What follows belongs to an exercise in optimizing a design on an open flow for small area; a production flow would make more cautious choices. Only simulation tests tie the RTL to the original design; equivalence was not proved. Power figures rest on the tool's default switching activity, not on a simulated workload.

== v24 ==
## SA
module SA #(
    parameter PE_SIZE       = 8,
    parameter DATA_WIDTH    = 8,
    parameter PSUM_WIDTH    = 32
    )
    (
    input clk,
    input rst_n,
    input   [DATA_WIDTH*PE_SIZE-1:0]    ifmap_row_i,
    input   [DATA_WIDTH*PE_SIZE-1:0]    weight_col_i,
    input   [PSUM_WIDTH*PE_SIZE-1:0]    psum_row_i,
    input                               ifmap_preload_i,
    input   [PE_SIZE-1:0]               weight_en_col_i,
    input   [PE_SIZE-1:0]               psum_en_row_i,
    output  [DATA_WIDTH*PE_SIZE-1:0]    ifmap_row_o,
    output  [DATA_WIDTH*PE_SIZE-1:0]    weight_col_o,
    output  [PSUM_WIDTH*PE_SIZE-1:0]    psum_row_o,
    output  [PE_SIZE-1:0]               weight_en_col_o,
    output  [PE_SIZE-1:0]               psum_en_row_o
    );
For scale: roughly 18000 cells after synthesis, roughly 4000 flip-flops, about 230000 µm² of cells after synthesis.
make LEC_CHECK=0 CAP_MARGIN=20 CORE_MARGIN=2 CORE_UTILIZATION=55 CTS_BUF_LIST=sky130_fd_sc_hd__clkbuf_8 PLACE_DENSITY=0.7 SLEW_MARGIN=20 SYNTH_HIERARCHICAL=1 finish   # period 10.0 ns
run.sh (not shown) runs the stock make flow with config.mk's settings and CLKGATE_MAP_FILE= SYNTH_SCRIPT=/design/flow/synth_recipe.tcl, a recipe that flattens the netlist after the stock synthesis.
v24 went all the way through synthesis, placement and routing and the layout is clean on timing, DRC and antenna.
### v24 -> v12
- CTS_BUF_LIST: sky130_fd_sc_hd__clkbuf_8 -> unset
==> flow/flow/run.sh (new file) <==
#!/bin/bash
# Own layout flow: the standard layout (standard.sh runs the ORFS flow,
# synthesis through finish, with its scripts unchanged) with two settings
# changed:
#  - the input and output ports are buffered with sky130_fd_sc_hd__buf_1
#    rather than the buffer cell buffer_ports picks by default (every port
#    still gets its own buffer);
#  - clock tree synthesis builds the tree from clkbuf_8 with clusters of up
#    to 14 sinks and no dummy loads.
# ORFS writes each step's full log under orfs/logs/; make's own output
# goes to standard_make.log in the work folder.
set -euo pipefail
cd "$(dirname "$0")/.."
export BUFFER_PORTS_ARGS="-buffer_cell sky130_fd_sc_hd__buf_1"
export CTS_ARGS="-sink_clustering_enable -repair_clock_nets -sink_clustering_size 14 -sink_clustering_max_diameter 60 -buf_list sky130_fd_sc_hd__clkbuf_8 -dont_use_dummy_load"
bash standard.sh finish > standard_make.log 2>&1
==> flow/standard.sh (new file) <==
#!/bin/bash
# synth_recipe.tcl (not shown) runs the flow's synth.tcl, then flattens the netlist and writes it again
# the make line also repeats each setting of config.mk as NAME=value (left out here)
make -C /OpenROAD-flow-scripts/flow DESIGN_CONFIG=/design/flow/config.mk WORK_HOME=/design/flow/orfs CLKGATE_MAP_FILE= SYNTH_SCRIPT=/design/flow/synth_recipe.tcl "${@:-finish}"
removed: flow/run.sh
Notes after the runs:
v12 reached the end of the flow, and the finished layout is clean on the timing, design-rule and antenna checks.
In the metrics for v24 and v12, the one carrying the lower number of cell instances on the worst register-to-register path is v12.
v12 -> v24: number of standard-cell rows in the floorplan delta 0, exact match
Lower pin count of the biggest net entering global routing among v24 and v12: v12
--- input diff v12..v53 ---
- CORE_UTILIZATION: 55 -> 70
- PLACE_DENSITY: 0.7 -> 0.8
Global-route track usage on met1 on v53 is up relative to v12.
Post-route total power of v53 is on par with v12.
Delta (v53 minus v12): period utilization went up by 0.58 points, sequential cell count was more or less identical.
Launching element of the worst setup path: G_COL[7].G_PE[4].G_LASTPE.PE_INST.prod_n_r[0]$_DFF_PN1_ -> v53, G_COL[7].G_PE[5].G_LASTPE.PE_INST.prod_n_r[0]$_DFF_PN1_ -> v12
v53 vs. v12: proportion of final cell area spent on non-clock buffers essentially unchanged, sum of routed wire length over all layers decreased 11000 µm, wire length of the first global-routing pass decreased 0.77%, clock network fraction of total power decreased 0.3 points.


## JK
SA, a different RTL version from the one above (not shown whole).
For scale: about 3900 flip-flops, roughly 800 I/O pins.
export LEC_CHECK = 0
export CAP_MARGIN = 20
export CORE_MARGIN = 2
export CORE_UTILIZATION = 70
export PLACE_DENSITY = 0.8
export SLEW_MARGIN = 20
export SYNTH_HIERARCHICAL = 1
create_clock -name core_clock -period 10.0 [get_ports {clk}]
standard.sh (not shown) runs the stock make flow with config.mk's settings and CLKGATE_MAP_FILE= SYNTH_SCRIPT=/design/flow/synth_recipe.tcl, a recipe that flattens the netlist after the stock synthesis.
==> flow/flow/run.sh <==
#!/bin/bash
# Own layout flow: the standard layout (standard.sh runs the ORFS flow,
# synthesis through finish, with its scripts unchanged) with two settings
# changed:
#  - the input and output ports are buffered with sky130_fd_sc_hd__buf_1
#    rather than the buffer cell buffer_ports picks by default (every port
#    still gets its own buffer);
#  - clock tree synthesis builds the tree from clkbuf_8 with clusters of up
#    to 18 sinks and no dummy loads.
# ORFS writes each step's full log under orfs/logs/; make's own output
# goes to standard_make.log in the work folder.
set -euo pipefail
cd "$(dirname "$0")/.."
export BUFFER_PORTS_ARGS="-buffer_cell sky130_fd_sc_hd__buf_1"
export CTS_ARGS="-sink_clustering_enable -repair_clock_nets -sink_clustering_size 18 -sink_clustering_max_diameter 60 -buf_list sky130_fd_sc_hd__clkbuf_8 -dont_use_dummy_load"
bash standard.sh finish > standard_make.log 2>&1
Looking at the reports, JK completed the entire flow and the layout it produced met the timing, design-rule and antenna checks.
#### Input delta (MS over JK)
# JK
export LEC_CHECK = 0
export CAP_MARGIN = 20
export CORE_MARGIN = 2
export CORE_UTILIZATION = 70
export PLACE_DENSITY = 0.8
export SLEW_MARGIN = 20
export SYNTH_HIERARCHICAL = 1
create_clock -name core_clock -period 10.0 [get_ports {clk}]
# MS
export LEC_CHECK = 0
export CAP_MARGIN = 20
export CORE_MARGIN = 2
export CORE_UTILIZATION = 55
export PLACE_DENSITY = 0.7
export SLEW_MARGIN = 20
export SYNTH_HIERARCHICAL = 1
create_clock -name core_clock -period 10.0 [get_ports {clk}]
--- a/flow/flow/run.sh
+++ b/flow/flow/run.sh
@@ -9 +9 @@
-#    to 18 sinks and no dummy loads.
+#    to 14 sinks and no dummy loads.
@@ -15 +15 @@
-export CTS_ARGS="-sink_clustering_enable -repair_clock_nets -sink_clustering_size 18 -sink_clustering_max_diameter 60 -buf_list sky130_fd_sc_hd__clkbuf_8 -dont_use_dummy_load"
+export CTS_ARGS="-sink_clustering_enable -repair_clock_nets -sink_clustering_size 14 -sink_clustering_max_diameter 60 -buf_list sky130_fd_sc_hd__clkbuf_8 -dont_use_dummy_load"
==> run notes <==
The final layout from MS, which completed every stage, passed the timing, design-rule and antenna checks at the end of the flow.
JK went all the way through the flow, and no timing, DRC or antenna check failed.
Comparing JK and MS, the lower final cell count is on JK.
When MS is measured against JK, its peak supply drop turns out about 46% lower.
Looking at clock slew at the register clock pins of the worst setup and hold paths, MS sits below JK.
Min share of total power in the clock network across JK and MS: JK

-- re-timing with driven ports --
In the flow no input, the clock included, has a driving cell. The finished layouts below were timed again as built, in two steps. Step 1 assumes that a clkbuf_16 drives the clock port and a buf_2 every other input. Step 2 moves the port delays by t, midway between the first and last clock arrival at a register: inputs arrive t later, outputs are due t later. That takes back most of the time a late clock gives input paths. a / b / c = ideal / step 1 / step 2; a / b = the first two.
| run | shift t [ns] | setup WS [ns] | worst hold slack (ns) | worst register clock-pin slew, ns |
|---|---|---|---|---|
| v24 | 1.341 | 1.052 / 0.945 / 1.223 | 0.295 / 0.295 / 0.295 | 0.08 / 0.08 |
| v12 | 1.235 | 1.442 / 1.329 / 1.582 | 0.205 / 0.205 / 0.205 | 0.10 / 0.10 |
| v53 | 1.200 | 1.385 / 1.272 / 1.608 | 0.283 / 0.283 / 0.283 | 0.10 / 0.10 |
| JK | 1.176 | 0.382 / 0.277 / 1.454 | 0.247 / 0.247 / 0.247 | 0.11 / 0.11 |
| MS | 1.202 | 0.394 / 0.281 / 1.482 | 0.274 / 0.274 / 0.274 | 0.09 / 0.09 |
After both steps every run listed still meets setup and hold.
